Source: an optimization exercise on an open RTL-to-GDS flow (aim: small area). Production flows keep margins and buffers that such runs may drop.
In this exercise RTL edits were held to simulation tests only and were not proved equivalent to the original.

==> flow/design.v (outline; a module is shown in full before it is edited, if it fits) <==
// module FA: 4 lines
// module HA: 4 lines
// module XOR2: 3 lines
// module Quantize: 394 lines
// module top: 1145 lines
module top(
    input  wire         clk_i,
    input  wire         rstn_i,
    input  wire         start_i,
    input  wire [31:0]  vector_x_i,
    input  wire [31:0]  quant_w_i,
    output wire         done_o,
    output wire [31:0]  dout_o
);
  // ...
==> flow/flow/run.sh <==
#!/bin/bash
# The standard layout (standard.sh, unchanged synthesis), with one difference:
# the port buffers that global placement inserts are buf_1 cells.
set -euo pipefail
bash standard.sh 'BUFFER_PORTS_ARGS=-buffer_cell sky130_fd_sc_hd__buf_1' finish > flow.log 2>&1
==> flow/standard.sh <==
#!/bin/bash
# synth_recipe.tcl (not shown) runs the flow's synth.tcl, then flattens the netlist and writes it again
# the make line also repeats each setting of config.mk as NAME=value (left out here)
make -C /OpenROAD-flow-scripts/flow DESIGN_CONFIG=/design/flow/config.mk WORK_HOME=/design/flow/orfs CLKGATE_MAP_FILE= SYNTH_SCRIPT=/design/flow/synth_recipe.tcl "${@:-finish}"
==> flow/config.mk <==
export PLATFORM = sky130hd
export DESIGN_NAME = top
export DESIGN_NICKNAME = top
export VERILOG_FILES = /design/flow/design.v
export SDC_FILE = /design/flow/constraint.sdc
export NUM_CORES = 4
export LEC_CHECK = 0
export CAP_MARGIN = 20
export CORE_MARGIN = 2
export CORE_UTILIZATION = 40
export CTS_BUF_LIST = sky130_fd_sc_hd__clkbuf_8
export SLEW_MARGIN = 20
export SYNTH_HIERARCHICAL = 1
export SYNTH_MINIMUM_KEEP_SIZE = 0
==> flow/constraint.sdc <==
create_clock -name core_clock -period 33.0 [get_ports {clk_i}]
set_input_delay 6.6000 -clock core_clock [delete_from_list [all_inputs] [get_ports {clk_i}]]
set_output_delay 6.6000 -clock core_clock [all_outputs]
set_load 0.01 [all_outputs]
==> results.txt, run 1 <==
status=complete, no violations; grt peak-use layer=met2; commonest cells after routing, fill and taps aside=328 x fa_1, 183 x xor2_1, 108 x a22oi_1; clkbuf count=10; worst setup path startpoint=vector_x_i[31]; Clock Sink Count=97; area grow syn2layout=6.97%; H-tree depth=3; Crit Path Category=in -> reg; worst hold path class=reg -> reg; Simple-Gate Fraction of Synth Area=10.2%; clk root buf=clkbuf_8; Max Freq=38.7 MHz; Crit path depth=62; Yosys warning total=7; Hold Slack=0.334 ns; total track usage=19.3%; CTS resizes=0; Hold Buf Count CTS=0; most area-consuming cells after synthesis=fa_1 47%, dfxtp_1 13%, xor2_1 11%; DIE WIDTH=191 um; RSZ-0062 raised after global routing=false; pin count of the biggest net entering global routing=43; CP dominant cell by count=fa_1; GPL Wtd Cong=0.878; most numerous cell in the Yosys netlist=fa_1; M1 GR Usage=27.1%; Die Y=191 um; Rows=68; Multi-input comb cells=1004; Worst Min Path Start=q1[1]; num sequential=97; Inst Count DP=1734; nets@finish=1709; DR vias/cell=5.40; Synth Flop Type=dfxtp_1; met2 usage=32.6%; post-synthesis mux area share=0.214%; Placed Area=14800 sq um; dpl ws=6.63 ns; WP data arrival=26.14 ns
==> inputs of run 2 (changes only) <==
--- a/flow/config.mk
+++ b/flow/config.mk
@@ -9,5 +9,4 @@
 export CORE_MARGIN = 2
 export CORE_UTILIZATION = 40
-export CTS_BUF_LIST = sky130_fd_sc_hd__clkbuf_8
 export SLEW_MARGIN = 20
 export SYNTH_HIERARCHICAL = 1
==> run 2 against run 1 <==
  * Worst hold slack got worse by 0.0043 ns
  * Register-to-register slack barely moved
  * Flip-flop and latch count did not move
  * Global-route usage barely moved
  * Critical path depth did not move
  * Die area did not move
  * Core utilization rose by 0.29 points
  * Critical path type unchanged
==> results.txt, run 2 <==
CTS resizes=0 (unchanged); worst setup path startpoint=vector_x_i[31] (unchanged); Synth area leader=fa_1 (unchanged); GR Overflow Total=0 (unchanged); Post-CTS Setup Inserts=0 (unchanged); register area=1970 sq um (unchanged); commonest cells after routing, fill and taps aside=328 x fa_1, 183 x xor2_1, 108 x a22oi_1 (unchanged); first-pass GRT wire length=54700 um (was 54800 um); Post-synth EDFFs=0 (unchanged); Max FO, Critical Path=9 (unchanged); dpl ws=6.63 ns (unchanged); pin count of the biggest net entering global routing=43 (unchanged); n_diodes=0 (unchanged); worst reg2reg path depth=25 (unchanged); Multi-input gate area=11500 sq um (unchanged); endpoints failing hold=0 (unchanged); DP Wirelength=28200 um (unchanged); Rows=68 (unchanged); max cap viols=0 (unchanged); Max Used Layer=met4 (unchanged); total track usage=19.3% (about the same); CP Launch Type=input port (unchanged); Synth Flop Type=dfxtp_1 (unchanged); fin worst setup slack=7.13 ns (was 7.15 ns); RSZ-0062 raised after global routing=false (unchanged); flop2flop setup slack=23.31 ns (was 23.32 ns); clk root buf=clkbuf_16 (was clkbuf_8); Clock Latency Late Sink=0.36 ns (was 0.39 ns); # fillers=3355 (was 3367); status=complete, no violations (unchanged); CP max-delay cell=fa_1 (unchanged); Buffers on Ports=95 (unchanged); WP data arrival=26.12 ns (was 26.14 ns); most numerous cell in the Yosys netlist=fa_1 (unchanged); most area-consuming cells after synthesis=fa_1 47%, dfxtp_1 13%, xor2_1 11% (unchanged); Yosys warning total=7 (unchanged); Initial Util=40.6% (unchanged); DR vias/cell=5.41 (was 5.40); Crit Path Category=in -> reg (unchanged); Clock Sink Count=97 (unchanged); Die Y=191 um (unchanged); CP endpoint kind=flop (unchanged); Clock Tree Buf Depth=2 (unchanged); detailed-route via count=9462 (was 9442); Max Freq=38.6 MHz (was 38.7 MHz); asr flop ratio synth=5.15% (unchanged); Crit path depth=62 (unchanged); setup TNS after final layout=0 ns (unchanged); CP max stage delay=0.60 ns (about the same); vias in the first global route=10240 (was 10206); area grow syn2layout=7.69% (was 6.97%); transition time of the tightest slew-check pin=1.15 ns (about the same); CTS clock-pin slew for the worst setup and hold paths=0.08 ns (was 0.10 ns); crit path time final=25.87 ns (was 25.85 ns); fin crit share=78.4% (was 78.3%); Reg-to-Reg Start=q2[1] (unchanged); FF+latch count, synth=97 (unchanged); H-tree depth=3 (unchanged); max_slew headroom=23.2% (was 22.9%); WP buf/inv=11 (unchanged); DIE WIDTH=191 um (unchanged); area share of the largest cell type after synthesis=46.8% (unchanged); DRC violation total after the first TritonRoute iteration=676 (was 662); die area=36600 sq um (unchanged); I/O Pins=100 (unchanged); count of different cell masters after synthesis=61 (unchanged); most common cell after layout, fill and taps aside=fa_1 (unchanged); Hold Buf Count CTS=0 (unchanged); final WL=34100 um (about the same); CTS tree=done (unchanged); Core ar.=34500 sq um (unchanged); Post-DRT Antenna Nets=0 (unchanged); utilization after layout=43.7% (was 43.4%); antenna violations before repair=0 (unchanged); non-filler instance count after layout=1750 (unchanged); nets@finish=1709 (unchanged); Initial DRT Pass Iterations=5 (was 6); routed length per placed instance=19.5 um (about the same); Inst Count DP=1734 (unchanged); layout cells sized above 1=4.32% (unchanged); Seq/Total Area, Yosys=14.0% (unchanged); Reg2Reg Capture Point=acc1[18] (unchanged); Syn Inst Count=1229 (unchanged); worst hold path class=reg -> reg (unchanged); CP delay by family, top=adder cells (unchanged); Mean Syn Cell Area=11.4 sq um (unchanged); Metal-1 WL=15500 um (was 15200 um); Layout Skew=0.0130 ns (was 0.0106 ns); CTS Buf Count=9 (unchanged); Cell Area, Synth=14000 sq um (unchanged); met3 WL post-DR=1590 um (was 1720 um); CP dominant cell by count=fa_1 (unchanged); routed wl met2=16600 um (was 16800 um); Critical Path RT=33.24 ns (was 33.28 ns); Setup crit end=q1[5] (unchanged); top cells by count, synth=328 x fa_1, 183 x xor2_1, 108 x a22oi_1 (unchanged); Final setup violation count=0 (unchanged); Final Max Tran Viols=0 (unchanged); GPL Wtd Cong=0.878 (unchanged); DRC Markers=0 (unchanged)
==> run 2: cell count changes in the layout (fill, tap and decap cells not counted) <==
cell,before,now
clkbuf_16,0,9
clkbuf_8,10,1
==> run 2: logic make-up after synthesis <==
logic type | count (synthesis) | synth area share [%]
other cells | 1 | 0.0268
compound gates | 202 | 10.5
mux | 3 | 0.214
flops | 97 | 14.0
fa+ha+maj | 355 | 49.2
xor+xnor | 185 | 11.6
buf+inv | 131 | 4.30
simple gates | 255 | 10.2
==> run 2: cell type report <==
type                       count  share of cell area [%]
clock buffer                  10                    1.58
clock inverter                 6                   0.522
inverter                      66                    1.66
multi-input combinational   1004                    76.2
sequential                    97                    13.0
tap                          455                    3.77
timing repair buffer         112                    3.21
==> run 2: modules after synthesis, one instance, submodules excluded <==
module	cells inside	copies in the design	area [sq um]	flops+latches
top	577	1	4930	97
FA	1	327	20.0	0
HA	1	13	12.5	0
XOR2	1	183	8.76	0
Quantize	129	1	778	0
==> run 2: how the worst min path moves through the flow <==
stage	from	to	slack (ns)	cells past startpoint
2_1_floorplan	q1[0]	q2[0]	0.31	0
3_3_place_gp	q1[1]	q2[1]	0.31	0
3_5_place_dp	q1[0]	q2[0]	0.31	0
4_1_cts	q1[1]	q2[1]	0.33	0
5_1_grt	q1[3]	q2[3]	0.34	0
6_report	q1[1]	q2[1]	0.33	0
==> run 2: metal layers <==
| metal | track usage (%) | vias to the layer above |
|---|---|---|
| met3 | 2.13 | 43 |
| met1 | 27.1 | 4931 |
| met4 | 3.91 | 0 |
| met5 | 0 | - |
| li1 | - | 4191 |
| met2 | 32.5 | 297 |
==> run 2: stage by stage <==
stage               hold slack, ns  area, sq um
global placement             0.311        14800
floorplan                    0.310        14000
detailed placement           0.315        14800
finish                       0.330        15100
CTS                          0.333        15100
global route                 0.340        15100
==> module Quantize, before the edit <==
module Quantize (
    input  wire [31:0] din_i,
    output wire [7:0]  q_o
);
wire [31:0] x = din_i;
wire e = x[2] & (~x[31] | x[1] | x[0]);
wire [9:0] V;
wire [7:0] W;
wire [1:0] m;
wire [2:0] tA, tB, tz;
wire [3:0] ts;
wire t7 = &tz;
wire [8:0] D, s9;
wire q1s;
wire q1c;
wire q2s;
wire q2c;
wire q3;
wire q4;
wire q5s;
wire q5c;
wire q6s;
wire q6c;
wire q7s;
wire q7c;
wire q8s;
wire q8c;
wire q9s;
wire q9c;
wire q10s;
wire q10c;
wire q11s;
wire q11c;
wire q12s;
wire q12c;
wire q13s;
wire q13c;
wire q14s;
wire q14c;
wire q15s;
wire q15c;
wire q16s;
wire q16c;
wire q17;
wire q18;
wire q19s;
wire q19c;
wire q20s;
wire q20c;
wire q21s;
wire q21c;
wire q22;
wire q23;
wire q24s;
wire q24c;
wire q25s;
wire q25c;
wire q26s;
wire q26c;
wire q27;
wire q28;
wire q29s;
wire q29c;
wire q30;
wire q31;
wire q32s;
wire q32c;
wire q33;
wire q34;
wire q35s;
wire q35c;
wire q36s;
wire q36c;
wire q37s;
wire q37c;
wire q38s;
wire q38c;
wire q39;
wire q40;
wire q41s;
wire q41c;
wire q42s;
wire q42c;
wire q43s;
wire q43c;
wire q44s;
wire q44c;
wire q45s;
wire q45c;
wire q46s;
wire q46c;
wire q47s;
wire q47c;
wire q48s;
wire q48c;
wire q49s;
wire q49c;
wire q50s;
wire q50c;
wire q51s;
wire q51c;
wire q52s;
wire q52c;
wire q53s;
wire q53c;
wire q54s;
wire q54c;
wire q55s;
wire q55c;
wire q56s;
wire q56c;
wire q57s;
wire q57c;
wire q58s;
wire q58c;
wire q59s;
wire q59c;
wire q60s;
wire q60c;
wire q61s;
wire q61c;
wire q62s;
wire q62c;
wire q63s;
wire q63c;
wire q64s;
wire q64c;
wire q65s;
wire q65c;
wire q66s;
wire q66c;
wire q67s;
wire q67c;
wire q68s;
wire q68c;
wire q69s;
wire q69c;
wire q70s;
wire q70c;
wire q71s;
wire q71c;
wire q72s;
wire q72c;
wire q73s;
wire q73c;
wire q74s;
wire q74c;
wire q75s;
wire q75c;
wire q76s;
wire q76c;
wire q77s;
wire q77c;
wire q78s;
wire q78c;
wire q79s;
wire q79c;
wire q80;
wire q81;
wire q82s;
wire q82c;
wire q83;
wire q84;
wire q85s;
wire q85c;
wire q86;
wire q87;
wire q88s;
wire q88c;
wire q89;
wire q90;
wire q91s;
wire q91c;
wire q92;
wire q93;
wire q94s;
wire q94c;
wire q95;
wire q96;
wire q97s;
wire q97c;
wire q98;
wire q99;
wire q100;
wire q101;
wire q102s;
wire q102c;
wire q103;
wire q104;
wire q105s;
wire q105c;
wire q106s;
wire q106c;
wire q107s;
wire q107c;
wire q108s;
wire q108c;
wire q109s;
wire q109c;
wire q110s;
wire q110c;
wire q111s;
wire q111c;
wire q112s;
wire q112c;
wire q113s;
wire q113c;
wire q114s;
wire q114c;
wire q115s;
wire q115c;
wire q116s;
wire q116c;
wire q117s;
wire q117c;
wire q118s;
wire q118c;
wire q119s;
wire q119c;
wire q120s;
wire q120c;
wire q121s;
wire q121c;
wire q122s;
wire q122c;
wire q123s;
wire q123c;
wire q124s;
wire q124c;
wire q125s;
wire q125c;
wire q126;
wire q127;
wire q128;
wire q129;
wire q130;
wire q131;
wire q132;
wire q133;
wire q134;
wire q135;
wire q136;
FA uq1 (.a(x[3]), .b(x[17]), .c(e), .s(q1s), .co(q1c));
FA uq2 (.a(x[10]), .b(x[24]), .c(x[31]), .s(q2s), .co(q2c));
XOR2 uq3 (.a(q1s), .b(q2s), .y(q3));
assign q4 = q1s & ~q2s;
FA uq5 (.a(x[4]), .b(x[18]), .c(q1c), .s(q5s), .co(q5c));
FA uq6 (.a(x[11]), .b(x[25]), .c(q2c), .s(q6s), .co(q6c));
FA uq7 (.a(q4), .b(q5s), .c(~q6s), .s(q7s), .co(q7c));
FA uq8 (.a(x[5]), .b(x[19]), .c(q5c), .s(q8s), .co(q8c));
FA uq9 (.a(x[12]), .b(x[26]), .c(q6c), .s(q9s), .co(q9c));
FA uq10 (.a(q7c), .b(q8s), .c(~q9s), .s(q10s), .co(q10c));
FA uq11 (.a(x[6]), .b(x[20]), .c(q8c), .s(q11s), .co(q11c));
FA uq12 (.a(x[13]), .b(x[27]), .c(q9c), .s(q12s), .co(q12c));
FA uq13 (.a(q10c), .b(q11s), .c(~q12s), .s(q13s), .co(q13c));
FA uq14 (.a(x[7]), .b(x[21]), .c(q11c), .s(q14s), .co(q14c));
FA uq15 (.a(x[14]), .b(x[28]), .c(q12c), .s(q15s), .co(q15c));
FA uq16 (.a(q13c), .b(q14s), .c(q13s), .s(q16s), .co(q16c));
XOR2 uq17 (.a(q15s), .b(q16s), .y(q17));
assign q18 = ~q15s | q16s;
FA uq19 (.a(x[8]), .b(x[22]), .c(q14c), .s(q19s), .co(q19c));
FA uq20 (.a(x[15]), .b(x[29]), .c(q15c), .s(q20s), .co(q20c));
FA uq21 (.a(q19s), .b(q16c), .c(q18), .s(q21s), .co(q21c));
XOR2 uq22 (.a(q20s), .b(q21s), .y(q22));
assign q23 = ~q20s & q21s;
FA uq24 (.a(x[9]), .b(x[23]), .c(q19c), .s(q24s), .co(q24c));
FA uq25 (.a(x[16]), .b(x[30]), .c(q20c), .s(q25s), .co(q25c));
FA uq26 (.a(q24s), .b(q21c), .c(q23), .s(q26s), .co(q26c));
XOR2 uq27 (.a(q25s), .b(q26s), .y(q27));
assign q28 = ~q25s & q26s;
FA uq29 (.a(q24c), .b(q26c), .c(q28), .s(q29s), .co(q29c));
XOR2 uq30 (.a(q25c), .b(q29s), .y(q30));
assign q31 = ~q25c & q29s;
HA uq32 (.a(q29c), .b(q31), .s(q32s), .co(q32c));
assign V = {q32c, q32s, ~q30, ~q27, ~q22, q17, ~q13s, q10s, q7s, ~q3};
XOR2 uq33 (.a(V[0]), .b(V[7]), .y(q33));
assign q34 = V[0] & ~V[7];
FA uq35 (.a(V[1]), .b(~V[8]), .c(q34), .s(q35s), .co(q35c));
FA uq36 (.a(V[2]), .b(~V[9]), .c(q35c), .s(q36s), .co(q36c));
FA uq37 (.a(V[3]), .b(q36c), .c(q36s), .s(q37s), .co(q37c));
HA uq38 (.a(V[4]), .b(q37c), .s(q38s), .co(q38c));
XOR2 uq39 (.a(V[5]), .b(q38c), .y(q39));
assign q40 = V[5] | q38c;
HA uq41 (.a(V[6]), .b(q40), .s(q41s), .co(q41c));
assign W = {q41c, q41s, ~q39, q38s, q37s, ~q36s, q35s, ~q33};
assign m = {W >= 8'd86, (W >= 8'd43 && W < 8'd86) || W >= 8'd129};
FA uq42 (.a(x[3]), .b(x[6]), .c(x[9]), .s(q42s), .co(q42c));
FA uq43 (.a(x[12]), .b(x[15]), .c(x[18]), .s(q43s), .co(q43c));
FA uq44 (.a(x[21]), .b(x[24]), .c(x[27]), .s(q44s), .co(q44c));
FA uq45 (.a(x[30]), .b(x[31]), .c(e), .s(q45s), .co(q45c));
FA uq46 (.a(q42s), .b(q43s), .c(q44s), .s(q46s), .co(q46c));
FA uq47 (.a(W[0]), .b(W[3]), .c(W[6]), .s(q47s), .co(q47c));
FA uq48 (.a(q45s), .b(q46s), .c(m[0]), .s(q48s), .co(q48c));
FA uq49 (.a(x[4]), .b(x[7]), .c(x[10]), .s(q49s), .co(q49c));
FA uq50 (.a(x[13]), .b(x[16]), .c(x[19]), .s(q50s), .co(q50c));
FA uq51 (.a(x[22]), .b(x[25]), .c(x[28]), .s(q51s), .co(q51c));
FA uq52 (.a(q42c), .b(q43c), .c(q44c), .s(q52s), .co(q52c));
FA uq53 (.a(q45c), .b(q49s), .c(q50s), .s(q53s), .co(q53c));
FA uq54 (.a(q51s), .b(q46c), .c(q52s), .s(q54s), .co(q54c));
FA uq55 (.a(W[1]), .b(W[4]), .c(W[7]), .s(q55s), .co(q55c));
FA uq56 (.a(q53s), .b(m[1]), .c(q54s), .s(q56s), .co(q56c));
FA uq57 (.a(q47c), .b(q55s), .c(~q48c), .s(q57s), .co(q57c));
FA uq58 (.a(x[5]), .b(x[8]), .c(x[11]), .s(q58s), .co(q58c));
FA uq59 (.a(x[14]), .b(x[17]), .c(x[20]), .s(q59s), .co(q59c));
FA uq60 (.a(x[23]), .b(x[26]), .c(x[29]), .s(q60s), .co(q60c));
FA uq61 (.a(x[31]), .b(q49c), .c(q50c), .s(q61s), .co(q61c));
FA uq62 (.a(q51c), .b(q58s), .c(q59s), .s(q62s), .co(q62c));
FA uq63 (.a(q60s), .b(q52c), .c(q53c), .s(q63s), .co(q63c));
FA uq64 (.a(q61s), .b(q62s), .c(q54c), .s(q64s), .co(q64c));
FA uq65 (.a(W[2]), .b(W[5]), .c(q55c), .s(q65s), .co(q65c));
FA uq66 (.a(q63s), .b(q56c), .c(q64s), .s(q66s), .co(q66c));
FA uq67 (.a(q65s), .b(q57c), .c(~q66s), .s(q67s), .co(q67c));
FA uq68 (.a(q58c), .b(q59c), .c(q60c), .s(q68s), .co(q68c));
FA uq69 (.a(q61c), .b(q62c), .c(q68s), .s(q69s), .co(q69c));
FA uq70 (.a(q63c), .b(q69s), .c(q64c), .s(q70s), .co(q70c));
FA uq71 (.a(q48s), .b(q66c), .c(q70s), .s(q71s), .co(q71c));
FA uq72 (.a(q47s), .b(q65c), .c(q67c), .s(q72s), .co(q72c));
FA uq73 (.a(q68c), .b(q69c), .c(q56s), .s(q73s), .co(q73c));
FA uq74 (.a(q70c), .b(q73s), .c(q71c), .s(q74s), .co(q74c));
FA uq75 (.a(q57s), .b(q72c), .c(~q74s), .s(q75s), .co(q75c));
FA uq76 (.a(q73c), .b(~q67s), .c(q74c), .s(q76s), .co(q76c));
FA uq77 (.a(q71s), .b(~q72s), .c(q76c), .s(q77s), .co(q77c));
assign tA = {~q75c, ~q75s, q77s};
assign tB = {q76s, q77c, 1'b0};
assign ts = tA + tB;
assign tz = ts[2:0] + ts[3];    
FA uq78 (.a(x[3]), .b(e), .c(~W[0]), .s(q78s), .co(q78c));
FA uq79 (.a(x[4]), .b(q78c), .c(q78s), .s(q79s), .co(q79c));
XOR2 uq80 (.a(W[1]), .b(q79s), .y(q80));
assign q81 = ~W[1] | q79s;
FA uq82 (.a(x[5]), .b(q79c), .c(q81), .s(q82s), .co(q82c));
XOR2 uq83 (.a(W[2]), .b(q82s), .y(q83));
assign q84 = ~W[2] | q82s;
FA uq85 (.a(x[6]), .b(q82c), .c(q84), .s(q85s), .co(q85c));
XOR2 uq86 (.a(W[3]), .b(q85s), .y(q86));
assign q87 = ~W[3] & q85s;
FA uq88 (.a(x[7]), .b(q85c), .c(q87), .s(q88s), .co(q88c));
XOR2 uq89 (.a(W[4]), .b(q88s), .y(q89));
assign q90 = ~W[4] | q88s;
FA uq91 (.a(x[8]), .b(q88c), .c(q90), .s(q91s), .co(q91c));
XOR2 uq92 (.a(W[5]), .b(q91s), .y(q92));
assign q93 = ~W[5] & q91s;
FA uq94 (.a(x[9]), .b(q91c), .c(q93), .s(q94s), .co(q94c));
XOR2 uq95 (.a(W[6]), .b(q94s), .y(q95));
assign q96 = ~W[6] & q94s;
FA uq97 (.a(x[10]), .b(q94c), .c(q96), .s(q97s), .co(q97c));
XOR2 uq98 (.a(W[7]), .b(q97s), .y(q98));
assign q99 = ~W[7] | q97s;
XOR2 uq100 (.a(x[11]), .b(q97c), .y(q100));
XOR2 uq101 (.a(q100), .b(q99), .y(q101));
assign D = {~q101, q98, ~q95, ~q92, q89, ~q86, q83, q80, ~q78s};
FA uq102 (.a(q78s), .b(m[0]), .c(~tz[0]), .s(q102s), .co(q102c));
XOR2 uq103 (.a(t7), .b(q102s), .y(q103));
assign q104 = t7 | ~q102s;
FA uq105 (.a(q80), .b(tz[1]), .c(q104), .s(q105s), .co(q105c));
FA uq106 (.a(m[1]), .b(q102c), .c(~q105s), .s(q106s), .co(q106c));
FA uq107 (.a(q83), .b(tz[2]), .c(q105c), .s(q107s), .co(q107c));
FA uq108 (.a(q78s), .b(q106c), .c(~q107s), .s(q108s), .co(q108c));
FA uq109 (.a(q80), .b(tz[0]), .c(q107c), .s(q109s), .co(q109c));
FA uq110 (.a(m[0]), .b(q86), .c(q108c), .s(q110s), .co(q110c));
FA uq111 (.a(~q109s), .b(q108s), .c(q110s), .s(q111s), .co(q111c));
FA uq112 (.a(q83), .b(tz[1]), .c(q89), .s(q112s), .co(q112c));
FA uq113 (.a(m[1]), .b(q110c), .c(q111c), .s(q113s), .co(q113c));
FA uq114 (.a(q109c), .b(q112s), .c(~q113s), .s(q114s), .co(q114c));
FA uq115 (.a(q78s), .b(q86), .c(q92), .s(q115s), .co(q115c));
FA uq116 (.a(tz[2]), .b(q112c), .c(q114c), .s(q116s), .co(q116c));
FA uq117 (.a(q115s), .b(q113c), .c(~q116s), .s(q117s), .co(q117c));
FA uq118 (.a(q80), .b(tz[0]), .c(q89), .s(q118s), .co(q118c));
FA uq119 (.a(m[0]), .b(q115c), .c(q95), .s(q119s), .co(q119c));
FA uq120 (.a(q119s), .b(q117c), .c(q117s), .s(q120s), .co(q120c));
FA uq121 (.a(q118s), .b(q116c), .c(~q120s), .s(q121s), .co(q121c));
FA uq122 (.a(q83), .b(tz[1]), .c(q118c), .s(q122s), .co(q122c));
FA uq123 (.a(q78s), .b(m[1]), .c(q92), .s(q123s), .co(q123c));
FA uq124 (.a(q123s), .b(q119c), .c(q120c), .s(q124s), .co(q124c));
FA uq125 (.a(q122s), .b(q98), .c(q121c), .s(q125s), .co(q125c));
XOR2 uq126 (.a(q124s), .b(q125s), .y(q126));
assign q127 = ~q124s & q125s;
XOR2 uq128 (.a(q80), .b(tz[2]), .y(q128));
XOR2 uq129 (.a(q128), .b(q86), .y(q129));
XOR2 uq130 (.a(q129), .b(q122c), .y(q130));
XOR2 uq131 (.a(q130), .b(q123c), .y(q131));
XOR2 uq132 (.a(q131), .b(q95), .y(q132));
XOR2 uq133 (.a(q132), .b(q101), .y(q133));
XOR2 uq134 (.a(q133), .b(q124c), .y(q134));
XOR2 uq135 (.a(q134), .b(q125c), .y(q135));
XOR2 uq136 (.a(q135), .b(q127), .y(q136));
assign s9 = {q136, ~q126, q121s, q117s, q114s, ~q111s, q108s, ~q106s, q103};
wire sat = s9[8] ^ s9[7];
wire [7:0] qn = {s9[8], sat ? {7{s9[7]}} : s9[6:0]};
wire wp = ~x[31] & (&x[30:11]) & (x[10:0] >= 11'd844);
wire wn = x[31] & ~(|x[30:11]) & (x[10:0] < 11'd1204);
wire [7:0] qw = x[31] ? ((x[10:0] >= 11'd852) ? 8'd164 : 8'd163) : ((x[10:0] > 11'd1196) ? 8'd93 : 8'd92);
assign q_o = (wp | wn) ? qw : qn;
endmodule
==> inputs of run 3 (changes only) <==
--- a/flow/design.v
+++ b/flow/design.v
@@ -16,5 +16,4 @@
 wire [31:0] x = din_i;
 wire e = x[2] & (~x[31] | x[1] | x[0]);
-wire [9:0] V;
 wire [7:0] W;
 wire [1:0] m;
@@ -22,5 +21,5 @@
 wire [3:0] ts;
 wire t7 = &tz;
-wire [8:0] D, s9;
+wire [8:0] s9;
 wire q1s;
 wire q1c;
@@ -89,8 +88,6 @@
 wire q39;
 wire q40;
-wire q41s;
-wire q41c;
-wire q42s;
-wire q42c;
+wire q41;
+wire q42;
 wire q43s;
 wire q43c;
@@ -167,26 +164,28 @@
 wire q79s;
 wire q79c;
-wire q80;
+wire q80s;
+wire q80c;
 wire q81;
-wire q82s;
-wire q82c;
-wire q83;
+wire q82;
+wire q83s;
+wire q83c;
 wire q84;
-wire q85s;
-wire q85c;
-wire q86;
+wire q85;
+wire q86s;
+wire q86c;
 wire q87;
-wire q88s;
-wire q88c;
-wire q89;
+wire q88;
+wire q89s;
+wire q89c;
 wire q90;
-wire q91s;
-wire q91c;
-wire q92;
+wire q91;
+wire q92s;
+wire q92c;
 wire q93;
-wire q94s;
-wire q94c;
-wire q95;
-wire q96;
+wire q94;
+wire q95s;
+wire q95c;
+wire q96s;
+wire q96c;
 wire q97s;
 wire q97c;
@@ -284,117 +283,115 @@
 assign q31 = ~q25c & q29s;
 HA uq32 (.a(q29c), .b(q31), .s(q32s), .co(q32c));
-assign V = {q32c, q32s, ~q30, ~q27, ~q22, q17, ~q13s, q10s, q7s, ~q3};
-XOR2 uq33 (.a(V[0]), .b(V[7]), .y(q33));
-assign q34 = V[0] & ~V[7];
-FA uq35 (.a(V[1]), .b(~V[8]), .c(q34), .s(q35s), .co(q35c));
-FA uq36 (.a(V[2]), .b(~V[9]), .c(q35c), .s(q36s), .co(q36c));
-FA uq37 (.a(V[3]), .b(q36c), .c(q36s), .s(q37s), .co(q37c));
-HA uq38 (.a(V[4]), .b(q37c), .s(q38s), .co(q38c));
-XOR2 uq39 (.a(V[5]), .b(q38c), .y(q39));
-assign q40 = V[5] | q38c;
-HA uq41 (.a(V[6]), .b(q40), .s(q41s), .co(q41c));
-assign W = {q41c, q41s, ~q39, q38s, q37s, ~q36s, q35s, ~q33};
+XOR2 uq33 (.a(q3), .b(q30), .y(q33));
+assign q34 = ~q3 & q30;
+FA uq35 (.a(q7s), .b(~q32s), .c(q34), .s(q35s), .co(q35c));
+FA uq36 (.a(q10s), .b(~q32c), .c(q35c), .s(q36s), .co(q36c));
+FA uq37 (.a(~q13s), .b(q36c), .c(q36s), .s(q37s), .co(q37c));
+HA uq38 (.a(q17), .b(q37c), .s(q38s), .co(q38c));
+XOR2 uq39 (.a(q22), .b(q38c), .y(q39));
+assign q40 = ~q22 | q38c;
+XOR2 uq41 (.a(q27), .b(q40), .y(q41));
+assign q42 = ~q27 & q40;
+assign W = {q42, ~q41, q39, q38s, q37s, ~q36s, q35s, ~q33};
 assign m = {W >= 8'd86, (W >= 8'd43 && W < 8'd86) || W >= 8'd129};
-FA uq42 (.a(x[3]), .b(x[6]), .c(x[9]), .s(q42s), .co(q42c));
-FA uq43 (.a(x[12]), .b(x[15]), .c(x[18]), .s(q43s), .co(q43c));
-FA uq44 (.a(x[21]), .b(x[24]), .c(x[27]), .s(q44s), .co(q44c));
-FA uq45 (.a(x[30]), .b(x[31]), .c(e), .s(q45s), .co(q45c));
-FA uq46 (.a(q42s), .b(q43s), .c(q44s), .s(q46s), .co(q46c));
-FA uq47 (.a(W[0]), .b(W[3]), .c(W[6]), .s(q47s), .co(q47c));
-FA uq48 (.a(q45s), .b(q46s), .c(m[0]), .s(q48s), .co(q48c));
-FA uq49 (.a(x[4]), .b(x[7]), .c(x[10]), .s(q49s), .co(q49c));
-FA uq50 (.a(x[13]), .b(x[16]), .c(x[19]), .s(q50s), .co(q50c));
-FA uq51 (.a(x[22]), .b(x[25]), .c(x[28]), .s(q51s), .co(q51c));
-FA uq52 (.a(q42c), .b(q43c), .c(q44c), .s(q52s), .co(q52c));
-FA uq53 (.a(q45c), .b(q49s), .c(q50s), .s(q53s), .co(q53c));
-FA uq54 (.a(q51s), .b(q46c), .c(q52s), .s(q54s), .co(q54c));
-FA uq55 (.a(W[1]), .b(W[4]), .c(W[7]), .s(q55s), .co(q55c));
-FA uq56 (.a(q53s), .b(m[1]), .c(q54s), .s(q56s), .co(q56c));
-FA uq57 (.a(q47c), .b(q55s), .c(~q48c), .s(q57s), .co(q57c));
-FA uq58 (.a(x[5]), .b(x[8]), .c(x[11]), .s(q58s), .co(q58c));
-FA uq59 (.a(x[14]), .b(x[17]), .c(x[20]), .s(q59s), .co(q59c));
-FA uq60 (.a(x[23]), .b(x[26]), .c(x[29]), .s(q60s), .co(q60c));
-FA uq61 (.a(x[31]), .b(q49c), .c(q50c), .s(q61s), .co(q61c));
-FA uq62 (.a(q51c), .b(q58s), .c(q59s), .s(q62s), .co(q62c));
-FA uq63 (.a(q60s), .b(q52c), .c(q53c), .s(q63s), .co(q63c));
-FA uq64 (.a(q61s), .b(q62s), .c(q54c), .s(q64s), .co(q64c));
-FA uq65 (.a(W[2]), .b(W[5]), .c(q55c), .s(q65s), .co(q65c));
-FA uq66 (.a(q63s), .b(q56c), .c(q64s), .s(q66s), .co(q66c));
-FA uq67 (.a(q65s), .b(q57c), .c(~q66s), .s(q67s), .co(q67c));
-FA uq68 (.a(q58c), .b(q59c), .c(q60c), .s(q68s), .co(q68c));
-FA uq69 (.a(q61c), .b(q62c), .c(q68s), .s(q69s), .co(q69c));
-FA uq70 (.a(q63c), .b(q69s), .c(q64c), .s(q70s), .co(q70c));
-FA uq71 (.a(q48s), .b(q66c), .c(q70s), .s(q71s), .co(q71c));
-FA uq72 (.a(q47s), .b(q65c), .c(q67c), .s(q72s), .co(q72c));
-FA uq73 (.a(q68c), .b(q69c), .c(q56s), .s(q73s), .co(q73c));
-FA uq74 (.a(q70c), .b(q73s), .c(q71c), .s(q74s), .co(q74c));
-FA uq75 (.a(q57s), .b(q72c), .c(~q74s), .s(q75s), .co(q75c));
-FA uq76 (.a(q73c), .b(~q67s), .c(q74c), .s(q76s), .co(q76c));
-FA uq77 (.a(q71s), .b(~q72s), .c(q76c), .s(q77s), .co(q77c));
-assign tA = {~q75c, ~q75s, q77s};
-assign tB = {q76s, q77c, 1'b0};
+FA uq43 (.a(x[3]), .b(x[6]), .c(x[9]), .s(q43s), .co(q43c));
+FA uq44 (.a(x[12]), .b(x[15]), .c(x[18]), .s(q44s), .co(q44c));
+FA uq45 (.a(x[21]), .b(x[24]), .c(x[27]), .s(q45s), .co(q45c));
+FA uq46 (.a(x[30]), .b(x[31]), .c(e), .s(q46s), .co(q46c));
+FA uq47 (.a(q43s), .b(q44s), .c(q45s), .s(q47s), .co(q47c));
+FA uq48 (.a(q46s), .b(q47s), .c(m[0]), .s(q48s), .co(q48c));
+FA uq49 (.a(q48s), .b(q33), .c(q41), .s(q49s), .co(q49c));
+FA uq50 (.a(x[4]), .b(x[7]), .c(x[10]), .s(q50s), .co(q50c));
+FA uq51 (.a(x[13]), .b(x[16]), .c(x[19]), .s(q51s), .co(q51c));
+FA uq52 (.a(x[22]), .b(x[25]), .c(x[28]), .s(q52s), .co(q52c));
+FA uq53 (.a(q43c), .b(q44c), .c(q45c), .s(q53s), .co(q53c));
+FA uq54 (.a(q46c), .b(q50s), .c(q51s), .s(q54s), .co(q54c));
+FA uq55 (.a(q52s), .b(q47c), .c(q53s), .s(q55s), .co(q55c));
+FA uq56 (.a(q54s), .b(m[1]), .c(q55s), .s(q56s), .co(q56c));
+FA uq57 (.a(q35s), .b(q38s), .c(q42), .s(q57s), .co(q57c));
+FA uq58 (.a(q48c), .b(q56s), .c(q49c), .s(q58s), .co(q58c));
+FA uq59 (.a(x[5]), .b(x[8]), .c(x[11]), .s(q59s), .co(q59c));
+FA uq60 (.a(x[14]), .b(x[17]), .c(x[20]), .s(q60s), .co(q60c));
+FA uq61 (.a(x[23]), .b(x[26]), .c(x[29]), .s(q61s), .co(q61c));
+FA uq62 (.a(x[31]), .b(q50c), .c(q51c), .s(q62s), .co(q62c));
+FA uq63 (.a(q52c), .b(q59s), .c(q60s), .s(q63s), .co(q63c));
+FA uq64 (.a(q61s), .b(q53c), .c(q54c), .s(q64s), .co(q64c));
+FA uq65 (.a(q62s), .b(q63s), .c(q55c), .s(q65s), .co(q65c));
+FA uq66 (.a(q64s), .b(q56c), .c(q65s), .s(q66s), .co(q66c));
+FA uq67 (.a(q66s), .b(q36s), .c(q58c), .s(q67s), .co(q67c));
+FA uq68 (.a(q39), .b(q57c), .c(~q67s), .s(q68s), .co(q68c));
+FA uq69 (.a(q59c), .b(q60c), .c(q61c), .s(q69s), .co(q69c));
+FA uq70 (.a(q62c), .b(q63c), .c(q69s), .s(q70s), .co(q70c));
+FA uq71 (.a(q64c), .b(q70s), .c(q65c), .s(q71s), .co(q71c));
+FA uq72 (.a(q66c), .b(q71s), .c(q49s), .s(q72s), .co(q72c));
+FA uq73 (.a(~q37s), .b(q72s), .c(q67c), .s(q73s), .co(q73c));
+FA uq74 (.a(q69c), .b(q70c), .c(q71c), .s(q74s), .co(q74c));
+FA uq75 (.a(q74s), .b(q58s), .c(q72c), .s(q75s), .co(q75c));
+FA uq76 (.a(~q57s), .b(q75s), .c(q73c), .s(q76s), .co(q76c));
+FA uq77 (.a(q74c), .b(q75c), .c(q76c), .s(q77s), .co(q77c));
+FA uq78 (.a(~q68c), .b(q73s), .c(q77c), .s(q78s), .co(q78c));
+assign tA = {~q68s, q76s, q78s};
+assign tB = {q77s, q78c, 1'b0};
 assign ts = tA + tB;
 assign tz = ts[2:0] + ts[3];    
-FA uq78 (.a(x[3]), .b(e), .c(~W[0]), .s(q78s), .co(q78c));
-FA uq79 (.a(x[4]), .b(q78c), .c(q78s), .s(q79s), .co(q79c));
-XOR2 uq80 (.a(W[1]), .b(q79s), .y(q80));
-assign q81 = ~W[1] | q79s;
-FA uq82 (.a(x[5]), .b(q79c), .c(q81), .s(q82s), .co(q82c));
-XOR2 uq83 (.a(W[2]), .b(q82s), .y(q83));
-assign q84 = ~W[2] | q82s;
-FA uq85 (.a(x[6]), .b(q82c), .c(q84), .s(q85s), .co(q85c));
-XOR2 uq86 (.a(W[3]), .b(q85s), .y(q86));
-assign q87 = ~W[3] & q85s;
-FA uq88 (.a(x[7]), .b(q85c), .c(q87), .s(q88s), .co(q88c));
-XOR2 uq89 (.a(W[4]), .b(q88s), .y(q89));
-assign q90 = ~W[4] | q88s;
-FA uq91 (.a(x[8]), .b(q88c), .c(q90), .s(q91s), .co(q91c));
-XOR2 uq92 (.a(W[5]), .b(q91s), .y(q92));
-assign q93 = ~W[5] & q91s;
-FA uq94 (.a(x[9]), .b(q91c), .c(q93), .s(q94s), .co(q94c));
-XOR2 uq95 (.a(W[6]), .b(q94s), .y(q95));
-assign q96 = ~W[6] & q94s;
-FA uq97 (.a(x[10]), .b(q94c), .c(q96), .s(q97s), .co(q97c));
-XOR2 uq98 (.a(W[7]), .b(q97s), .y(q98));
-assign q99 = ~W[7] | q97s;
+FA uq79 (.a(x[3]), .b(e), .c(q33), .s(q79s), .co(q79c));
+FA uq80 (.a(x[4]), .b(q79c), .c(q79s), .s(q80s), .co(q80c));
+XOR2 uq81 (.a(q35s), .b(q80s), .y(q81));
+assign q82 = ~q35s | q80s;
+FA uq83 (.a(x[5]), .b(q36s), .c(q80c), .s(q83s), .co(q83c));
+XOR2 uq84 (.a(q82), .b(q83s), .y(q84));
+assign q85 = q82 | q83s;
+FA uq86 (.a(x[6]), .b(q83c), .c(q85), .s(q86s), .co(q86c));
+XOR2 uq87 (.a(q37s), .b(q86s), .y(q87));
+assign q88 = ~q37s & q86s;
+FA uq89 (.a(x[7]), .b(q86c), .c(q88), .s(q89s), .co(q89c));
+XOR2 uq90 (.a(q38s), .b(q89s), .y(q90));
+assign q91 = ~q38s | q89s;
+FA uq92 (.a(x[8]), .b(q89c), .c(q91), .s(q92s), .co(q92c));
+XOR2 uq93 (.a(q39), .b(q92s), .y(q93));
+assign q94 = ~q39 & q92s;
+FA uq95 (.a(x[9]), .b(q41), .c(q92c), .s(q95s), .co(q95c));
+HA uq96 (.a(q94), .b(q95s), .s(q96s), .co(q96c));
+FA uq97 (.a(x[10]), .b(q95c), .c(q96c), .s(q97s), .co(q97c));
+XOR2 uq98 (.a(q42), .b(q97s), .y(q98));
+assign q99 = ~q42 | q97s;
 XOR2 uq100 (.a(x[11]), .b(q97c), .y(q100));
 XOR2 uq101 (.a(q100), .b(q99), .y(q101));
-assign D = {~q101, q98, ~q95, ~q92, q89, ~q86, q83, q80, ~q78s};
-FA uq102 (.a(q78s), .b(m[0]), .c(~tz[0]), .s(q102s), .co(q102c));
-XOR2 uq103 (.a(t7), .b(q102s), .y(q103));
-assign q104 = t7 | ~q102s;
-FA uq105 (.a(q80), .b(tz[1]), .c(q104), .s(q105s), .co(q105c));
-FA uq106 (.a(m[1]), .b(q102c), .c(~q105s), .s(q106s), .co(q106c));
-FA uq107 (.a(q83), .b(tz[2]), .c(q105c), .s(q107s), .co(q107c));
-FA uq108 (.a(q78s), .b(q106c), .c(~q107s), .s(q108s), .co(q108c));
-FA uq109 (.a(q80), .b(tz[0]), .c(q107c), .s(q109s), .co(q109c));
-FA uq110 (.a(m[0]), .b(q86), .c(q108c), .s(q110s), .co(q110c));
+FA uq102 (.a(~m[0]), .b(tz[0]), .c(t7), .s(q102s), .co(q102c));
+XOR2 uq103 (.a(q102s), .b(q79s), .y(q103));
+assign q104 = q102s | ~q79s;
+FA uq105 (.a(tz[1]), .b(q102c), .c(q104), .s(q105s), .co(q105c));
+FA uq106 (.a(~m[1]), .b(q81), .c(q105s), .s(q106s), .co(q106c));
+FA uq107 (.a(tz[2]), .b(q105c), .c(q106c), .s(q107s), .co(q107c));
+FA uq108 (.a(q79s), .b(q84), .c(~q107s), .s(q108s), .co(q108c));
+FA uq109 (.a(tz[0]), .b(q81), .c(q107c), .s(q109s), .co(q109c));
+FA uq110 (.a(m[0]), .b(q87), .c(q108c), .s(q110s), .co(q110c));
 FA uq111 (.a(~q109s), .b(q108s), .c(q110s), .s(q111s), .co(q111c));
-FA uq112 (.a(q83), .b(tz[1]), .c(q89), .s(q112s), .co(q112c));
-FA uq113 (.a(m[1]), .b(q110c), .c(q111c), .s(q113s), .co(q113c));
-FA uq114 (.a(q109c), .b(q112s), .c(~q113s), .s(q114s), .co(q114c));
-FA uq115 (.a(q78s), .b(q86), .c(q92), .s(q115s), .co(q115c));
-FA uq116 (.a(tz[2]), .b(q112c), .c(q114c), .s(q116s), .co(q116c));
-FA uq117 (.a(q115s), .b(q113c), .c(~q116s), .s(q117s), .co(q117c));
-FA uq118 (.a(q80), .b(tz[0]), .c(q89), .s(q118s), .co(q118c));
-FA uq119 (.a(m[0]), .b(q115c), .c(q95), .s(q119s), .co(q119c));
-FA uq120 (.a(q119s), .b(q117c), .c(q117s), .s(q120s), .co(q120c));
-FA uq121 (.a(q118s), .b(q116c), .c(~q120s), .s(q121s), .co(q121c));
-FA uq122 (.a(q83), .b(tz[1]), .c(q118c), .s(q122s), .co(q122c));
-FA uq123 (.a(q78s), .b(m[1]), .c(q92), .s(q123s), .co(q123c));
-FA uq124 (.a(q123s), .b(q119c), .c(q120c), .s(q124s), .co(q124c));
-FA uq125 (.a(q122s), .b(q98), .c(q121c), .s(q125s), .co(q125c));
-XOR2 uq126 (.a(q124s), .b(q125s), .y(q126));
-assign q127 = ~q124s & q125s;
-XOR2 uq128 (.a(q80), .b(tz[2]), .y(q128));
-XOR2 uq129 (.a(q128), .b(q86), .y(q129));
-XOR2 uq130 (.a(q129), .b(q122c), .y(q130));
-XOR2 uq131 (.a(q130), .b(q123c), .y(q131));
-XOR2 uq132 (.a(q131), .b(q95), .y(q132));
+FA uq112 (.a(m[1]), .b(q84), .c(q110c), .s(q112s), .co(q112c));
+FA uq113 (.a(tz[1]), .b(q109c), .c(q90), .s(q113s), .co(q113c));
+FA uq114 (.a(q111c), .b(q112s), .c(~q113s), .s(q114s), .co(q114c));
+FA uq115 (.a(q79s), .b(q87), .c(q112c), .s(q115s), .co(q115c));
+FA uq116 (.a(q115s), .b(q93), .c(q114c), .s(q116s), .co(q116c));
+FA uq117 (.a(tz[2]), .b(q113c), .c(~q116s), .s(q117s), .co(q117c));
+FA uq118 (.a(tz[0]), .b(q81), .c(q90), .s(q118s), .co(q118c));
+FA uq119 (.a(m[0]), .b(q115c), .c(q116c), .s(q119s), .co(q119c));
+FA uq120 (.a(q118s), .b(q96s), .c(q117c), .s(q120s), .co(q120c));
+FA uq121 (.a(~q119s), .b(q117s), .c(q120s), .s(q121s), .co(q121c));
+FA uq122 (.a(m[1]), .b(q79s), .c(q84), .s(q122s), .co(q122c));
+FA uq123 (.a(q122s), .b(q93), .c(q119c), .s(q123s), .co(q123c));
+FA uq124 (.a(tz[1]), .b(q118c), .c(q98), .s(q124s), .co(q124c));
+FA uq125 (.a(q120c), .b(q124s), .c(q121c), .s(q125s), .co(q125c));
+XOR2 uq126 (.a(q123s), .b(q125s), .y(q126));
+assign q127 = ~q123s & q125s;
+XOR2 uq128 (.a(tz[2]), .b(q81), .y(q128));
+XOR2 uq129 (.a(q128), .b(q122c), .y(q129));
+XOR2 uq130 (.a(q129), .b(q87), .y(q130));
+XOR2 uq131 (.a(q130), .b(q96s), .y(q131));
+XOR2 uq132 (.a(q131), .b(q123c), .y(q132));
 XOR2 uq133 (.a(q132), .b(q101), .y(q133));
 XOR2 uq134 (.a(q133), .b(q124c), .y(q134));
 XOR2 uq135 (.a(q134), .b(q125c), .y(q135));
 XOR2 uq136 (.a(q135), .b(q127), .y(q136));
-assign s9 = {q136, ~q126, q121s, q117s, q114s, ~q111s, q108s, ~q106s, q103};
+assign s9 = {~q136, ~q126, q121s, ~q117s, ~q114s, ~q111s, q108s, q106s, q103};
 wire sat = s9[8] ^ s9[7];
 wire [7:0] qn = {s9[8], sat ? {7{s9[7]}} : s9[6:0]};
--- a/flow/config.mk
+++ b/flow/config.mk
@@ -9,4 +9,5 @@
 export CORE_MARGIN = 2
 export CORE_UTILIZATION = 40
+export CTS_BUF_LIST = sky130_fd_sc_hd__clkbuf_4 sky130_fd_sc_hd__clkbuf_8
 export SLEW_MARGIN = 20
 export SYNTH_HIERARCHICAL = 1
==> run 3 against run 2 <==
  * Non-clock buffer count shrank 3
  * Clock skew is 0.0039 ns higher
  * First-iteration DRC count fell by 3.3%
  * Count of clock-buffer cells in the layout is the same
  * Core utilization is 0.47 points lower
  * Critical path depth rose by 4
  * Critical endpoint is now q1[3]
==> results.txt, run 3 <==
status=complete, no violations (unchanged); WP data arrival=27.73 ns (was 26.12 ns); Die Y=191 um (about the same); routed length per placed instance=20.0 um (was 19.5 um); Post-synth EDFFs=0 (unchanged); DRC Markers=0 (unchanged); Critical Path RT=33.34 ns (was 33.24 ns); nets@finish=1695 (was 1709); Placed Area=14700 sq um (was 14800 sq um); most common cell after layout, fill and taps aside=fa_1 (unchanged); Yosys warning total=7 (unchanged); Post-CTS Setup Inserts=0 (unchanged); fin crit share=83.0% (was 78.4%); max cap viols=0 (unchanged); DP Wirelength=28700 um (was 28200 um); Final Max Tran Viols=0 (unchanged); Mean Syn Cell Area=11.5 sq um (was 11.4 sq um); transition time of the tightest slew-check pin=1.00 ns (was 1.15 ns); Hold Buf Count CTS=0 (unchanged); adder-cell share of the synthesized area=49.3% (was 49.2%); DIE WIDTH=191 um (about the same); RSZ-0062 raised after global routing=false (unchanged); endpoints failing hold=0 (unchanged); detailed-route via count=9311 (was 9462); top cells by count, synth=328 x fa_1, 183 x xor2_1, 108 x a22oi_1 (unchanged); Clock Sink Count=97 (unchanged); Initial DRT Pass Iterations=5 (unchanged); Syn Inst Count=1218 (was 1229); Max FO, Critical Path=7 (was 9); Synth Flop Type=dfxtp_1 (unchanged); die area=36500 sq um (was 36600 sq um); worst hold path class=reg -> reg (unchanged); main combinational cell family by area after synthesis=adder cells (unchanged); Final setup violation count=0 (unchanged); final WL=34700 um (was 34100 um); Simple-Gate Fraction of Synth Area=10.1% (was 10.2%); CP Launch Type=input port (unchanged); Clock Tree Buf Depth=2 (unchanged); Finished Cell Area=14900 sq um (was 15100 sq um); FF+latch count, synth=97 (unchanged); pin count of the biggest net entering global routing=50 (was 43); crit path time final=27.39 ns (was 25.87 ns); Clock Latency Late Sink=0.40 ns (was 0.36 ns); asr flop ratio synth=5.15% (unchanged); post-synthesis mux area share=0.357% (was 0.214%); Buffers on Ports=95 (unchanged); most area-consuming cells after synthesis=fa_1 47%, dfxtp_1 13%, xor2_1 11% (unchanged); Synth area leader=fa_1 (unchanged); max_slew headroom=32.7% (was 23.2%); commonest cells after routing, fill and taps aside=328 x fa_1, 183 x xor2_1, 108 x a22oi_1 (unchanged); Layout Skew=0.0168 ns (was 0.0130 ns); total track usage=19.7% (was 19.3%); area grow syn2layout=6.56% (was 7.69%); area share of the largest cell type after synthesis=46.9% (was 46.8%); setup TNS after final layout=0 ns (unchanged); n_diodes=0 (unchanged); Crit Path Category=in -> reg (unchanged); Max Freq=36.5 MHz (was 38.6 MHz); CTS tree=done (unchanged); CTS Buf Count=9 (unchanged); post-synthesis compound-gate area fraction=10.6% (was 10.5%); DR vias/cell=5.36 (was 5.41); Initial Util=40.6% (about the same); clk root buf=clkbuf_8 (was clkbuf_16); Cell Area, Synth=14000 sq um (about the same); most numerous cell in the Yosys netlist=fa_1 (unchanged); GPL Wtd Cong=0.893 (was 0.878); post-synthesis xor/xnor area fraction=11.6% (about the same); Post-DRT Antenna Nets=0 (unchanged); I/O Pins=100 (unchanged); CP max stage delay=0.59 ns (was 0.60 ns); GR Overflow Total=0 (unchanged); DRC violation total after the first TritonRoute iteration=654 (was 676); Core ar.=34500 sq um (unchanged); CP endpoint kind=flop (unchanged); # fillers=3351 (was 3355); first-pass GRT wire length=55400 um (was 54700 um); Seq/Total Area, Yosys=14.0% (about the same); CP dominant cell by count=fa_1 (unchanged); Rows=68 (unchanged); CP max-delay cell=fa_1 (unchanged); CTS clock-pin slew for the worst setup and hold paths=0.09 ns (was 0.08 ns); antenna violations before repair=1 (was 0); count of different cell masters after synthesis=64 (was 61); layout cells sized above 1=4.61% (was 4.32%); CTS resizes=0 (unchanged); H-tree depth=3 (unchanged); vias in the first global route=10059 (was 10240)
==> run 3: changes by cell type after synthesis, sizes merged, moves of 3 or more <==
cell	delta
a21oi	-3
o21bai	-3
o21ai	+3
nand2	+4
inv	-9
==> run 3: logic make-up (layout without fill, tap and decap cells) <==
family                     count (synthesis)  after routing
DFF                                       97             97
AOI/OAI and AO/OA                        199            199
adders and majority gates                356            356
other                                      1              4
and+or+nand+nor                          254            254
muxes                                      4              4
buffers and inverters                    122            182
xor gates and xnor gates                 185            185
==> run 3: final cells by class <==
cell class              instances  area, sq um  share of cell area (%)
repair buffers                109          462                    3.09
flip-flops and latches         97         1970                    13.2
clock inverters                 6         42.5                   0.285
inverters                      57          216                    1.45
multi-input cells            1002        11500                    77.3
well taps                     455          569                    3.81
clock buffers                  10          131                   0.880
==> run 3: worst paths after layout <==
| kind | startpoint | end | slack (ns) | depth (start not counted) |
|---|---|---|---|---|
| setup / recovery | vector_x_i[31] | q1[3] | 5.61 | 66 |
| hold reg to reg | q1[1] | q2[1] | 0.33 | 0 |
| hold / removal | q1[1] | q2[1] | 0.33 | 0 |
| min in group asynchronous | rstn_i | cnt[3] | 6.05 | 1 |
| max in group asynchronous | rstn_i | cnt[2] | 26.74 | 1 |
| setup reg to reg | q2[1] | acc3[18] | 23.34 | 26 |
==> run 3: Yosys stat by module (local to each module, per instance) <==
module / area (sq um) / times used
FA: 20.0 / 327
top: 4930 / 1
XOR2: 8.76 / 183
Quantize: 772 / 1
HA: 12.5 / 13
==> run 3: metrics by stage <==
stage	hold WS, ns	utilization, %	cells	worst slack, ns
floorplan	0.310	-	1221	6.64
global placement	0.313	42.7	1720	5.50
detailed placement	0.313	42.7	1720	5.09
CTS	0.332	43.2	1736	5.53
global route	0.344	43.2	1736	4.48
finish	0.332	43.2	1736	5.61
==> run 3: critical path, delay by kind of cell <==
kind	cells	cell delay (ns)
compound gates	5	0.97
simple gates	10	1.81
fa+ha+maj	40	16.18
xor+xnor	3	1.36
buf+inv	8	0.80
==> run 3: layer usage <==
layer | track usage, % | routed length, um | vias up
li1 | - | - | 4139
met1 | 27.7 | 15600 | 4830
met5 | 0 | 10 | -
met3 | 2.79 | 1980 | 42
met2 | 32.3 | 16500 | 298
met4 | 4.53 | 561 | 2
==> inputs of run 4 (changes only) <==
--- a/flow/config.mk
+++ b/flow/config.mk
@@ -9,5 +9,5 @@
 export CORE_MARGIN = 2
 export CORE_UTILIZATION = 40
-export CTS_BUF_LIST = sky130_fd_sc_hd__clkbuf_4 sky130_fd_sc_hd__clkbuf_8
+export CTS_BUF_LIST = sky130_fd_sc_hd__clkbuf_8
 export SLEW_MARGIN = 20
 export SYNTH_HIERARCHICAL = 1
==> run 4 against run 3 <==
  * Synthesized cell count unchanged
  * Critical endpoint unchanged
  * Clock skew down 0.0026 ns
  * Count of clock-buffer cells in the layout down 1
  * Still clean
  * Flip-flop and latch count unchanged
  * Global-route usage about the same
==> results.txt, run 4 <==
Post-synth EDFFs=0 (unchanged); Reg-to-Reg Start=q2[1] (unchanged); transition time of the tightest slew-check pin=0.976 ns (was 1.00 ns); Crit Path Category=in -> reg (unchanged); commonest cells after routing, fill and taps aside=328 x fa_1, 183 x xor2_1, 108 x a22oi_1 (unchanged); CTS clock-pin slew for the worst setup and hold paths=0.09 ns (about the same); Reg2Reg Capture Point=acc3[18] (unchanged); GPL Wtd Cong=0.893 (unchanged); Layout Skew=0.0142 ns (was 0.0168 ns); top cells by count, synth=328 x fa_1, 183 x xor2_1, 108 x a22oi_1 (unchanged); Worst Min Path Start=q1[1] (unchanged); Post-CTS Setup Inserts=0 (unchanged); Placed Area=14700 sq um (unchanged); worst reg2reg path depth=26 (unchanged); WHS Path Cells=0 (unchanged); flop2flop setup slack=23.33 ns (was 23.34 ns); CP dominant cell by count=fa_1 (unchanged); first-pass GRT wire length=55400 um (about the same); Clock Tree Buf Depth=2 (unchanged); Rows=68 (unchanged); I/O Pins=100 (unchanged); layout cells sized above 1=4.53% (was 4.61%); n_diodes=0 (unchanged); Clock Sink Count=97 (unchanged); Yosys warning total=7 (unchanged); dpl ws=5.09 ns (unchanged); Mean Syn Cell Area=11.5 sq um (unchanged); max_slew headroom=34.4% (was 32.7%); # fillers=3352 (was 3351); Buffers on Ports=95 (unchanged); Synth area leader=fa_1 (unchanged); Critical Path RT=33.34 ns (about the same); die area=36500 sq um (unchanged); CP Launch Type=input port (unchanged); nets@finish=1695 (unchanged); final WL=34600 um (was 34700 um); fin worst setup slack=5.62 ns (was 5.61 ns); RSZ-0062 raised after global routing=false (unchanged); Initial DRT Pass Iterations=5 (unchanged); Core ar.=34500 sq um (unchanged); clk root buf=clkbuf_8 (unchanged); setup TNS after final layout=0 ns (unchanged); most common cell after layout, fill and taps aside=fa_1 (unchanged); Hold Crit Endpoint=q2[1] (unchanged); vias in the first global route=10053 (was 10059); CTS tree=done (unchanged); detailed-route via count=9277 (was 9311); pin count of the biggest net entering global routing=50 (unchanged); CTS Buf Count=9 (unchanged); Clock Latency Late Sink=0.40 ns (about the same); most numerous cell in the Yosys netlist=fa_1 (unchanged); total track usage=19.7% (about the same); DIE WIDTH=191 um (unchanged); CTS resizes=0 (unchanged); asr flop ratio synth=5.15% (unchanged); worst hold path class=reg -> reg (unchanged); count of different cell masters after synthesis=64 (unchanged); CP max stage delay=0.59 ns (about the same); FF+latch count, synth=97 (unchanged); DRC Markers=0 (unchanged); WP data arrival=27.72 ns (was 27.73 ns); Final setup violation count=0 (unchanged); Seq/Total Area, Yosys=14.0% (unchanged); antenna violations before repair=1 (unchanged); Finished Cell Area=14900 sq um (about the same); status=complete, no violations (unchanged); DP Wirelength=28700 um (unchanged); Max FO, Critical Path=7 (unchanged); max cap viols=0 (unchanged); Post-DRT Antenna Nets=0 (unchanged); endpoints failing hold=0 (unchanged); Cell Area, Synth=14000 sq um (unchanged); Syn Inst Count=1218 (unchanged); Synth Flop Type=dfxtp_1 (unchanged); DR vias/cell=5.34 (was 5.36); Hold Buf Count CTS=0 (unchanged); CP endpoint kind=flop (unchanged); Initial Util=40.6% (unchanged); GR Overflow Total=0 (unchanged); area grow syn2layout=6.54% (was 6.56%); fin crit share=83.0% (about the same); area share of the largest cell type after synthesis=46.9% (unchanged); Final Max Tran Viols=0 (unchanged); CP max-delay cell=fa_1 (unchanged); Max Freq=36.5 MHz (about the same); DRC violation total after the first TritonRoute iteration=701 (was 654); H-tree depth=3 (unchanged); Die Y=191 um (unchanged); crit path time final=27.38 ns (was 27.39 ns); most area-consuming cells after synthesis=fa_1 47%, dfxtp_1 13%, xor2_1 11% (unchanged); routed length per placed instance=19.9 um (was 20.0 um)
==> run 4: critical path, delay by kind of cell <==
kind / cells / cell delay (ns)
adders and majority gates: 40 / 16.18
and+or+nand+nor: 10 / 1.79
xor gates and xnor gates: 3 / 1.35
AOI/OAI and AO/OA: 5 / 0.97
buffers and inverters: 8 / 0.80
==> run 4: through the flow <==
| stage | hold slack (ns) | cells | util, % |
|---|---|---|---|
| final | 0.331 | 1736 | 43.2 |
| after global routing | 0.344 | 1736 | 43.2 |
| after CTS | 0.332 | 1736 | 43.2 |
| after detailed placement | 0.313 | 1720 | 42.7 |
| after global placement | 0.313 | 1720 | 42.7 |
| after floorplan | 0.310 | 1221 | - |
==> run 4: Yosys stat by module (local to each module, per instance) <==
module    flops+latches  times used  area (sq um)  cells inside
Quantize              0           1           772           118
FA                    0         327          20.0             1
top                  97           1          4930           577
XOR2                  0         183          8.76             1
HA                    0          13          12.5             1
==> run 4: worst max path at each step <==
stage                         from  cells past startpoint  slack [ns]     to
floorplan           vector_x_i[31]                     65        6.64  q1[3]
global placement    vector_x_i[31]                     66        5.50  q1[3]
detailed placement  vector_x_i[31]                     66        5.09  q1[4]
finish              vector_x_i[31]                     66        5.62  q1[3]
global route        vector_x_i[31]                     67        4.48  q1[5]
CTS                 vector_x_i[31]                     66        5.53  q1[3]
==> run 4: kinds of logic (layout without fill, tap and decap cells) <==
logic type	count (synthesis)	count (layout)	synth area share [%]
muxes	4	4	0.357
and+or+nand+nor	254	254	10.1
DFF	97	97	14.0
adders and majority gates	356	356	49.3
AOI/OAI and AO/OA	199	199	10.6
buffers and inverters	122	182	4.08
other	1	4	0.0268
xor gates and xnor gates	185	185	11.6
==> run 4: routing by layer <==
metal | wire (um) | vias to the layer above | global-route usage, %
li1 | - | 4139 | -
met1 | 15600 | 4806 | 27.6
met2 | 16500 | 294 | 32.3
met5 | 10 | - | 0
met3 | 1940 | 36 | 2.79
met4 | 557 | 2 | 4.53
==> run 4: cell type report <==
class	instances	area [sq um]	share of cell area, %
clock buffers	9	124	0.830
clock inverters	7	46.3	0.310
inverters	57	216	1.45
multi-input cells	1002	11500	77.3
flip-flops and latches	97	1970	13.2
well taps	455	569	3.81
repair buffers	109	462	3.09

[port drivers added, routing unchanged]
How much do the figures lean on ideal ports? The routed layouts below were timed once more, with nothing changed but the port constraints. Step 1 sets driving cells, clkbuf_16 on the clock port and buf_2 on the other inputs (assumed; they add their load-dependent delay and slew). Step 2 times the ports against the registers' clock, not the clock port: input delays grow and output delays shrink by t, the midpoint of the rising clock arrivals with the driver on. a / b / c = ideal ports / drivers / drivers and shift; a / b = the first two.
| run | shift t [ns] | setup slack, ns | hold slack, ns | worst data-port slew with drivers (ns) |
|---|---|---|---|---|
| run 1 | 0.416 | 7.147 / 7.158 / 6.742 | 0.334 / 0.334 / 0.334 | 0.05 |
| run 2 | 0.390 | 7.127 / 7.143 / 6.753 | 0.330 / 0.330 / 0.330 | 0.05 |
| run 3 | 0.432 | 5.608 / 5.626 / 5.193 | 0.332 / 0.332 / 0.332 | 0.07 |
| run 4 | 0.432 | 5.620 / 5.638 / 5.206 | 0.331 / 0.331 / 0.331 | 0.07 |
After both steps setup and hold are still met in every run listed. For run 3, which loses most, drivers alone change the setup slack by +0.018 ns; drivers and shift together by -0.415 ns.
